This design comes from an exercise in tuning for small area, a short achievable clock period and few clock cycles per item on the open sky130 flow, not from production work. The RTL was checked by simulation tests, not by an equivalence proof against the original design. The clock port is modelled as an ideal driver; clocking choices that lean on that would not hold on a real chip. No activity file was given, so power comes from the tool's default toggle rates.

Setup of raven:
==> flow/design.v <==
`default_nettype none
module top #(
    parameter WIDTH = 4
) (
    input wire clk,
    input wire rst,
    input wire               in_valid,
    input wire [WIDTH*4-1:0] in_data,
    output wire              in_ready,
    output reg               out_valid,
    output reg [WIDTH*4-1:0] out_data,
    input wire               out_ready
);
    wire [3:0] a0 = in_data[3:0];
    wire [3:0] b0 = in_data[7:4];
    wire [3:0] a1 = in_data[11:8];
    wire [3:0] b1 = in_data[15:12];
    wire [7:0] p0, p1;
    wire m0_pp00 = a0[0] & b0[0];
    wire m0_pp01 = a0[0] & b0[1];
    wire m0_pp02 = a0[0] & b0[2];
    wire m0_pp03 = a0[0] & b0[3];
    wire m0_pp10 = a0[1] & b0[0];
    wire m0_pp11 = a0[1] & b0[1];
    wire m0_pp12 = a0[1] & b0[2];
    wire m0_pp13 = a0[1] & b0[3];
    wire m0_pp20 = a0[2] & b0[0];
    wire m0_pp21 = a0[2] & b0[1];
    wire m0_pp22 = a0[2] & b0[2];
    wire m0_pp23 = a0[2] & b0[3];
    wire m0_pp30 = a0[3] & b0[0];
    wire m0_pp31 = a0[3] & b0[1];
    wire m0_pp32 = a0[3] & b0[2];
    wire m0_pp33 = a0[3] & b0[3];
    wire m0_hs0 = m0_pp03 ^ m0_pp12;
    wire m0_hc0 = m0_pp03 & m0_pp12;
    wire m0_hs1 = m0_pp13 ^ m0_pp22;
    wire m0_hc1 = m0_pp13 & m0_pp22;
    wire m0_hs2 = m0_pp02 ^ m0_pp11;
    wire m0_hc2 = m0_pp02 & m0_pp11;
    wire m0_fs3 = m0_hs0 ^ m0_pp21 ^ m0_pp30;
    wire m0_fc3 = (m0_hs0 & m0_pp21) | (m0_hs0 & m0_pp30) | (m0_pp21 & m0_pp30);
    wire m0_fs4 = m0_hc0 ^ m0_hs1 ^ m0_pp31;
    wire m0_fc4 = (m0_hc0 & m0_hs1) | (m0_hc0 & m0_pp31) | (m0_hs1 & m0_pp31);
    wire m0_fs5 = m0_hc1 ^ m0_pp23 ^ m0_pp32;
    wire m0_fc5 = (m0_hc1 & m0_pp23) | (m0_hc1 & m0_pp32) | (m0_pp23 & m0_pp32);
    wire [7:0] m0_ra = {1'b0, m0_fc5, m0_fc4, m0_fc3, m0_hc2, m0_hs2, m0_pp01, m0_pp00};
    wire [7:0] m0_rb = {1'b0, m0_pp33, m0_fs5, m0_fs4, m0_fs3, m0_pp20, m0_pp10, 1'b0};
    wire [8:0] m0_c;
    assign m0_c[0] = 1'b0;
    assign p0[0] = m0_ra[0] ^ m0_rb[0] ^ m0_c[0];
    assign m0_c[1] = (m0_ra[0] & m0_rb[0]) | (m0_ra[0] & m0_c[0]) | (m0_rb[0] & m0_c[0]);
    assign p0[1] = m0_ra[1] ^ m0_rb[1] ^ m0_c[1];
    assign m0_c[2] = (m0_ra[1] & m0_rb[1]) | (m0_ra[1] & m0_c[1]) | (m0_rb[1] & m0_c[1]);
    assign p0[2] = m0_ra[2] ^ m0_rb[2] ^ m0_c[2];
    assign m0_c[3] = (m0_ra[2] & m0_rb[2]) | (m0_ra[2] & m0_c[2]) | (m0_rb[2] & m0_c[2]);
    assign p0[3] = m0_ra[3] ^ m0_rb[3] ^ m0_c[3];
    assign m0_c[4] = (m0_ra[3] & m0_rb[3]) | (m0_ra[3] & m0_c[3]) | (m0_rb[3] & m0_c[3]);
    assign p0[4] = m0_ra[4] ^ m0_rb[4] ^ m0_c[4];
    assign m0_c[5] = (m0_ra[4] & m0_rb[4]) | (m0_ra[4] & m0_c[4]) | (m0_rb[4] & m0_c[4]);
    assign p0[5] = m0_ra[5] ^ m0_rb[5] ^ m0_c[5];
    assign m0_c[6] = (m0_ra[5] & m0_rb[5]) | (m0_ra[5] & m0_c[5]) | (m0_rb[5] & m0_c[5]);
    assign p0[6] = m0_ra[6] ^ m0_rb[6] ^ m0_c[6];
    assign m0_c[7] = (m0_ra[6] & m0_rb[6]) | (m0_ra[6] & m0_c[6]) | (m0_rb[6] & m0_c[6]);
    assign p0[7] = m0_ra[7] ^ m0_rb[7] ^ m0_c[7];
    assign m0_c[8] = (m0_ra[7] & m0_rb[7]) | (m0_ra[7] & m0_c[7]) | (m0_rb[7] & m0_c[7]);
    wire m1_pp00 = a1[0] & b1[0];
    wire m1_pp01 = a1[0] & b1[1];
    wire m1_pp02 = a1[0] & b1[2];
    wire m1_pp03 = a1[0] & b1[3];
    wire m1_pp10 = a1[1] & b1[0];
    wire m1_pp11 = a1[1] & b1[1];
    wire m1_pp12 = a1[1] & b1[2];
    wire m1_pp13 = a1[1] & b1[3];
    wire m1_pp20 = a1[2] & b1[0];
    wire m1_pp21 = a1[2] & b1[1];
    wire m1_pp22 = a1[2] & b1[2];
    wire m1_pp23 = a1[2] & b1[3];
    wire m1_pp30 = a1[3] & b1[0];
    wire m1_pp31 = a1[3] & b1[1];
    wire m1_pp32 = a1[3] & b1[2];
    wire m1_pp33 = a1[3] & b1[3];
    wire m1_hs0 = m1_pp03 ^ m1_pp12;
    wire m1_hc0 = m1_pp03 & m1_pp12;
    wire m1_hs1 = m1_pp13 ^ m1_pp22;
    wire m1_hc1 = m1_pp13 & m1_pp22;
    wire m1_hs2 = m1_pp02 ^ m1_pp11;
    wire m1_hc2 = m1_pp02 & m1_pp11;
    wire m1_fs3 = m1_hs0 ^ m1_pp21 ^ m1_pp30;
    wire m1_fc3 = (m1_hs0 & m1_pp21) | (m1_hs0 & m1_pp30) | (m1_pp21 & m1_pp30);
    wire m1_fs4 = m1_hc0 ^ m1_hs1 ^ m1_pp31;
    wire m1_fc4 = (m1_hc0 & m1_hs1) | (m1_hc0 & m1_pp31) | (m1_hs1 & m1_pp31);
    wire m1_fs5 = m1_hc1 ^ m1_pp23 ^ m1_pp32;
    wire m1_fc5 = (m1_hc1 & m1_pp23) | (m1_hc1 & m1_pp32) | (m1_pp23 & m1_pp32);
    wire [7:0] m1_ra = {1'b0, m1_fc5, m1_fc4, m1_fc3, m1_hc2, m1_hs2, m1_pp01, m1_pp00};
    wire [7:0] m1_rb = {1'b0, m1_pp33, m1_fs5, m1_fs4, m1_fs3, m1_pp20, m1_pp10, 1'b0};
    wire [8:0] m1_c;
    assign m1_c[0] = 1'b0;
    assign p1[0] = m1_ra[0] ^ m1_rb[0] ^ m1_c[0];
    assign m1_c[1] = (m1_ra[0] & m1_rb[0]) | (m1_ra[0] & m1_c[0]) | (m1_rb[0] & m1_c[0]);
    assign p1[1] = m1_ra[1] ^ m1_rb[1] ^ m1_c[1];
    assign m1_c[2] = (m1_ra[1] & m1_rb[1]) | (m1_ra[1] & m1_c[1]) | (m1_rb[1] & m1_c[1]);
    assign p1[2] = m1_ra[2] ^ m1_rb[2] ^ m1_c[2];
    assign m1_c[3] = (m1_ra[2] & m1_rb[2]) | (m1_ra[2] & m1_c[2]) | (m1_rb[2] & m1_c[2]);
    assign p1[3] = m1_ra[3] ^ m1_rb[3] ^ m1_c[3];
    assign m1_c[4] = (m1_ra[3] & m1_rb[3]) | (m1_ra[3] & m1_c[3]) | (m1_rb[3] & m1_c[3]);
    assign p1[4] = m1_ra[4] ^ m1_rb[4] ^ m1_c[4];
    assign m1_c[5] = (m1_ra[4] & m1_rb[4]) | (m1_ra[4] & m1_c[4]) | (m1_rb[4] & m1_c[4]);
    assign p1[5] = m1_ra[5] ^ m1_rb[5] ^ m1_c[5];
    assign m1_c[6] = (m1_ra[5] & m1_rb[5]) | (m1_ra[5] & m1_c[5]) | (m1_rb[5] & m1_c[5]);
    assign p1[6] = m1_ra[6] ^ m1_rb[6] ^ m1_c[6];
    assign m1_c[7] = (m1_ra[6] & m1_rb[6]) | (m1_ra[6] & m1_c[6]) | (m1_rb[6] & m1_c[6]);
    assign p1[7] = m1_ra[7] ^ m1_rb[7] ^ m1_c[7];
    assign m1_c[8] = (m1_ra[7] & m1_rb[7]) | (m1_ra[7] & m1_c[7]) | (m1_rb[7] & m1_c[7]);
    assign in_ready = out_ready;
    always @(posedge clk) begin
        if (rst) begin
            out_valid <= 1'b0;
        end else if (out_ready) begin
            out_valid <= in_valid;
        end
        if (out_ready) begin
            out_data <= {p1, p0};
        end
    end
endmodule
==> flow/config.mk <==
export PLATFORM = sky130hd
export DESIGN_NAME = top
export DESIGN_NICKNAME = top
export VERILOG_FILES = /design/flow/design.v
export SDC_FILE = /design/flow/constraint.sdc
export NUM_CORES = 4
export LEC_CHECK = 0
export CAP_MARGIN = 20
export CORE_MARGIN = 2
export CORE_UTILIZATION = 40
export SLEW_MARGIN = 20
==> flow/constraint.sdc <==
create_clock -name core_clock -period 3.5 [get_ports {clk}]
set_input_delay 0.7000 -clock core_clock [delete_from_list [all_inputs] [get_ports {clk}]]
set_output_delay 0.7000 -clock core_clock [all_outputs]
set_load 0.01 [all_outputs]
standard.sh (not shown) runs the stock make flow with config.mk's settings and CLKGATE_MAP_FILE= SYNTH_SCRIPT=/design/flow/synth_recipe.tcl, a recipe that flattens the netlist after the stock synthesis.
==> flow/flow/run.sh <==
#!/bin/bash
# Standard ORFS layout (standard.sh) with these changes:
#  - synthesis maps the logic with flow/abc.script instead of ORFS's ABC
#    script; everything else in the standard synthesis is unchanged, so the
#    registers and their names are the standard synthesis's;
#  - full adders are not extracted into fa/ha cells, so ABC maps the adder
#    trees itself;
#  - every port gets a plain buf_2 buffer instead of the delay buffer that
#    buffer_ports picks by default, and after global placement
#    (flow/post_gpl.tcl) the output buffers that only drive an output port
#    are made buf_1.
# Each tool's full log is in orfs/logs/; make's output is in flow.log.
set -euo pipefail
W=$PWD
cat > "$W/own_synth.tcl" <<EOT
proc abc {args} {
  set i [lsearch -exact \$args -script]
  if {\$i >= 0} { lset args [expr {\$i + 1}] $W/flow/abc.script }
  yosys abc {*}\$args
}
source $W/synth_recipe.tcl
EOT
bash standard.sh "SYNTH_SCRIPT=$W/own_synth.tcl" "ADDER_MAP_FILE=" \
  "BUFFER_PORTS_ARGS=-buffer_cell sky130_fd_sc_hd__buf_2" \
  "POST_GLOBAL_PLACE_TCL=$W/flow/post_gpl.tcl" finish > flow.log 2>&1
==> flow/flow/abc.script <==
strash
&get -n
&st
&if -g -K 5
&st
&dch
&put
map -D 1000
upsize -D 1000
dnsize -D 1000
==> flow/flow/post_gpl.tcl <==
# The output ports other than in_ready are driven from registers and have
# slack to spare: their port buffers can be the smallest buffer.
foreach port [get_ports {out_data[*] out_valid}] {
  set net [get_nets [get_full_name $port]]
  foreach pin [get_pins -of_objects $net -filter "direction == output"] {
    set inst [get_cells -of_objects $pin]
    if {[get_property [get_lib_cells -of_objects $inst] name] eq "sky130_fd_sc_hd__buf_2"} {
      puts "post_gpl: [get_full_name $inst] -> sky130_fd_sc_hd__buf_1"
      replace_cell $inst sky130_fd_sc_hd__buf_1
    }
  }
}
raven | status: complete | timing, DRC, antenna: pass
Testbench counts of raven, summed over its fixed seeds: cycles 3,208, items 3,200.
For xenon, these inputs were changed with respect to raven:
==> flow/flow/run.sh <==
#!/bin/bash
# Standard ORFS layout with three changes:
#  - synthesis maps the logic with flow/abc.script instead of ORFS's ABC
#    script (the registers and their names are those of the standard
#    synthesis, which this flow otherwise runs unchanged);
#  - full adders are not extracted into fa/ha cells, so ABC maps the adder
#    trees itself;
#  - the port buffers are plain small buffers, not the delay buffers that
#    buffer_ports picks by default.
set -euo pipefail
W=$PWD
cat > "$W/own_synth.tcl" <<EOT
proc abc {args} {
  set i [lsearch -exact \$args -script]
  if {\$i >= 0} { lset args [expr {\$i + 1}] $W/flow/abc.script }
  yosys abc {*}\$args
}
source $W/synth_recipe.tcl
EOT
bash standard.sh "SYNTH_SCRIPT=$W/own_synth.tcl" "ADDER_MAP_FILE=" \
  "BUFFER_PORTS_ARGS=-buffer_cell sky130_fd_sc_hd__buf_2" finish > flow.log 2>&1
==> flow/flow/abc.script <==
strash
&get -n
&st
&if -g -K 4
&st
&dch
&put
map -D 1300
upsize -D 1300
dnsize -D 1300
removed: flow/flow/post_gpl.tcl
--- outcome ---
xenon finished every stage and its layout cleared the timing, design-rule and antenna checks.
Re minimum clock period after layout: raven and xenon aren't equal, and the higher value belongs to xenon.
Area after synthesis: xenon lower than raven
Diff raven -> xenon | post-placement cell area | down by a few percent
Lower buffering stage count on the worst path with inverters included was reported by xenon, not raven.
xenon falls short of raven in setup slack.
Diff raven -> xenon | global-route wire length before repair | down slightly
Side by side, cell area after layout turned out lower in xenon than in raven.
Global-route usage over all layers ended up 0.16 points higher on xenon than on raven.
Input changes introduced in sierra (baseline for comparison: xenon):
==> flow/flow/run.sh <==
#!/bin/bash
# Standard ORFS layout (standard.sh) with these changes:
#  - synthesis maps the logic with flow/abc.script instead of ORFS's ABC
#    script; everything else in the standard synthesis is unchanged, so the
#    registers and their names are the standard synthesis's;
#  - full adders are not extracted into fa/ha cells, so ABC maps the adder
#    trees itself;
#  - every port gets a plain buf_2 buffer instead of the delay buffer that
#    buffer_ports picks by default; after global placement flow/post_gpl.tcl
#    makes the buffers of ports with slack to spare buf_1, and out_ready's,
#    which drives every register enable and in_ready, buf_4.
# Each tool's full log is in orfs/logs/; make's output is in flow.log.
set -euo pipefail
W=$PWD
cat > "$W/own_synth.tcl" <<EOT
proc abc {args} {
  set i [lsearch -exact \$args -script]
  if {\$i >= 0} { lset args [expr {\$i + 1}] $W/flow/abc.script }
  yosys abc {*}\$args
}
source $W/synth_recipe.tcl
EOT
bash standard.sh "SYNTH_SCRIPT=$W/own_synth.tcl" "ADDER_MAP_FILE=" \
  "BUFFER_PORTS_ARGS=-buffer_cell sky130_fd_sc_hd__buf_2" \
  "POST_GLOBAL_PLACE_TCL=$W/flow/post_gpl.tcl" finish > flow.log 2>&1
==> flow/flow/abc.script <==
strash
&get -n
&st
&if -g -K 5
&st
&dch
&put
map -D 1100
upsize -D 1100
dnsize -D 1100
==> flow/flow/post_gpl.tcl (new file) <==
# Port buffers, after global placement. buffer_ports gave every port a buf_2.
proc port_buffer {port} {
  set net [get_nets [get_full_name $port]]
  foreach pin [get_pins -of_objects $net] {
    set inst [get_cells -of_objects $pin]
    set cell [get_property [get_lib_cells -of_objects $inst] name]
    if {[string match sky130_fd_sc_hd__buf_* $cell]} { return $inst }
  }
  return ""
}
proc set_port_buffer {ports cell} {
  foreach port [get_ports $ports] {
    set inst [port_buffer $port]
    if {$inst ne ""} {
      puts "post_gpl: [get_full_name $port]: [get_full_name $inst] -> $cell"
      replace_cell $inst $cell
    }
  }
}
# The outputs driven straight from registers, and the inputs that only feed
# out_valid's register, have slack to spare: the smallest buffer will do.
set_port_buffer {out_data[*] out_valid rst in_valid} sky130_fd_sc_hd__buf_1
# out_ready drives every register's enable and, through in_ready's buffer,
# the in_ready port: a stronger buffer shortens the out_ready-to-in_ready path.
set_port_buffer {out_ready} sky130_fd_sc_hd__buf_4
--- outcome ---
[sierra] post-synthesis to final-layout area growth fell 2.4 points relative to xenon. Compared with xenon, sierra shows a mean instance size in the synthesized netlist that is 0.52 um2 lower. Looking at worst hold slack across all endpoints across xenon and sierra, the one that comes out lower is xenon. Compared to xenon, sierra has synthesized area 4.0% higher. Going from xenon to sierra, final clock period utilization by the worst path lost 5.5 points, design area went up by 29 um2.
#### Input delta (harbor over sierra)
--- a/flow/flow/run.sh
+++ b/flow/flow/run.sh
@@ -5,5 +5,6 @@
 #    registers and their names are the standard synthesis's;
 #  - full adders are not extracted into fa/ha cells, so ABC maps the adder
-#    trees itself;
+#    trees itself, and ABC sizes the logic for inputs driven by buf_2, the
+#    port buffer used below;
 #  - every port gets a plain buf_2 buffer instead of the delay buffer that
 #    buffer_ports picks by default; after global placement flow/post_gpl.tcl
@@ -22,4 +23,6 @@
 EOT
 bash standard.sh "SYNTH_SCRIPT=$W/own_synth.tcl" "ADDER_MAP_FILE=" \
+  "ABC_DRIVER_CELL=sky130_fd_sc_hd__buf_2" \
   "BUFFER_PORTS_ARGS=-buffer_cell sky130_fd_sc_hd__buf_2" \
-  "POST_GLOBAL_PLACE_TCL=$W/flow/post_gpl.tcl" finish > flow.log 2>&1
+  "POST_GLOBAL_PLACE_TCL=$W/flow/post_gpl.tcl" \
+  "POST_CTS_TCL=$W/flow/post_cts.tcl" finish > flow.log 2>&1
==> flow/flow/abc.script <==
strash
&get -n
&st
&if -g -K 5
&st
&dch
&put
map -D 1000
upsize -D 1000
dnsize -D 1000
==> flow/flow/post_cts.tcl (new file) <==
# After clock tree synthesis, with the placement known: upsize gates on the
# paths with less than 1.74 ns of setup slack, then legalize the placement.
repair_timing -setup -setup_margin 1.74 -sequence sizeup,swap -skip_last_gasp -verbose
detailed_placement
check_placement -verbose
[summary]
Looking at the reports, harbor completed the entire flow and the layout it produced met the timing, design-rule and antenna checks. Any difference in final total power between harbor and sierra is small enough to ignore. In harbor the final critical-path share of the clock period turned out 1.6 points lower than in sierra. Compared with sierra, wire length after detailed routing in harbor decreased slightly.
Inputs modified between harbor and maple:
--- a/flow/flow/run.sh
+++ b/flow/flow/run.sh
@@ -22,7 +22,11 @@
 source $W/synth_recipe.tcl
 EOT
-bash standard.sh "SYNTH_SCRIPT=$W/own_synth.tcl" "ADDER_MAP_FILE=" \
-  "ABC_DRIVER_CELL=sky130_fd_sc_hd__buf_2" \
-  "BUFFER_PORTS_ARGS=-buffer_cell sky130_fd_sc_hd__buf_2" \
-  "POST_GLOBAL_PLACE_TCL=$W/flow/post_gpl.tcl" \
-  "POST_CTS_TCL=$W/flow/post_cts.tcl" finish > flow.log 2>&1
+args=("SYNTH_SCRIPT=$W/own_synth.tcl" "ADDER_MAP_FILE="
+  "ABC_DRIVER_CELL=sky130_fd_sc_hd__buf_2"
+  "BUFFER_PORTS_ARGS=-buffer_cell sky130_fd_sc_hd__buf_2"
+  "POST_GLOBAL_PLACE_TCL=$W/flow/post_gpl.tcl")
+bash standard.sh "${args[@]}" place > flow.log 2>&1
+# From clock tree synthesis on, with the placement known, repair timing by
+# upsizing gates only, aiming for setup slack of at least 1.68 ns.
+bash standard.sh "${args[@]}" "SETUP_SLACK_MARGIN=1.68" \
+  "SETUP_MOVE_SEQUENCE=sizeup,swap" finish >> flow.log 2>&1
removed: flow/flow/post_cts.tcl
==> results.txt <==
- maple finished every step from synthesis to the final layout, and the layout passed the timing, design-rule and antenna checks.
- Comparing overall power for maple and harbor, the bigger number came from maple.
- [diff] reported net switching power, maple relative to harbor: regression
- Total of fill cells in the finished design, maple and harbor: larger value in harbor
- Diff harbor -> maple: minimum clock period after layout went down by 0.040 ns; relative max-transition margin went down by 0.53 points; transition at the pin with the smallest max-transition slack went up by 0.0068 ns.

what the ideal ports hide:
How much do the figures lean on ideal ports? The routed layouts below were timed once more, with nothing changed but the port constraints.
Step 1, drivers: a clkbuf_16 drives clk and a buf_2 each remaining input, both assumed.
Step 2, shift: input delay + t, output delay - t, t = (earliest + latest rising clock arrival at the registers) / 2. This alone moves slack from input paths to output paths.
Slacks: ideal ports / drivers / drivers and shift; pairs: ideal ports / drivers.
| run | t, ns | setup slack, ns | worst setup path at the end |
|---|---|---|---|
| raven | 0.303 | 1.554 / 1.533 / 1.369 | input to register |
| xenon | 0.298 | 1.437 / 1.435 / 1.137 | input to register |
| sierra | 0.303 | 1.631 / 1.631 / 1.328 | input to register |
| harbor | 0.307 | 1.686 / 1.688 / 1.381 | input to register |
| maple | 0.310 | 1.725 / 1.709 / 1.398 | input to register |
After both steps every run listed still meets setup and hold. The setup slack of maple, which loses most, moves by -0.016 ns with the drivers and by -0.327 ns with both steps.
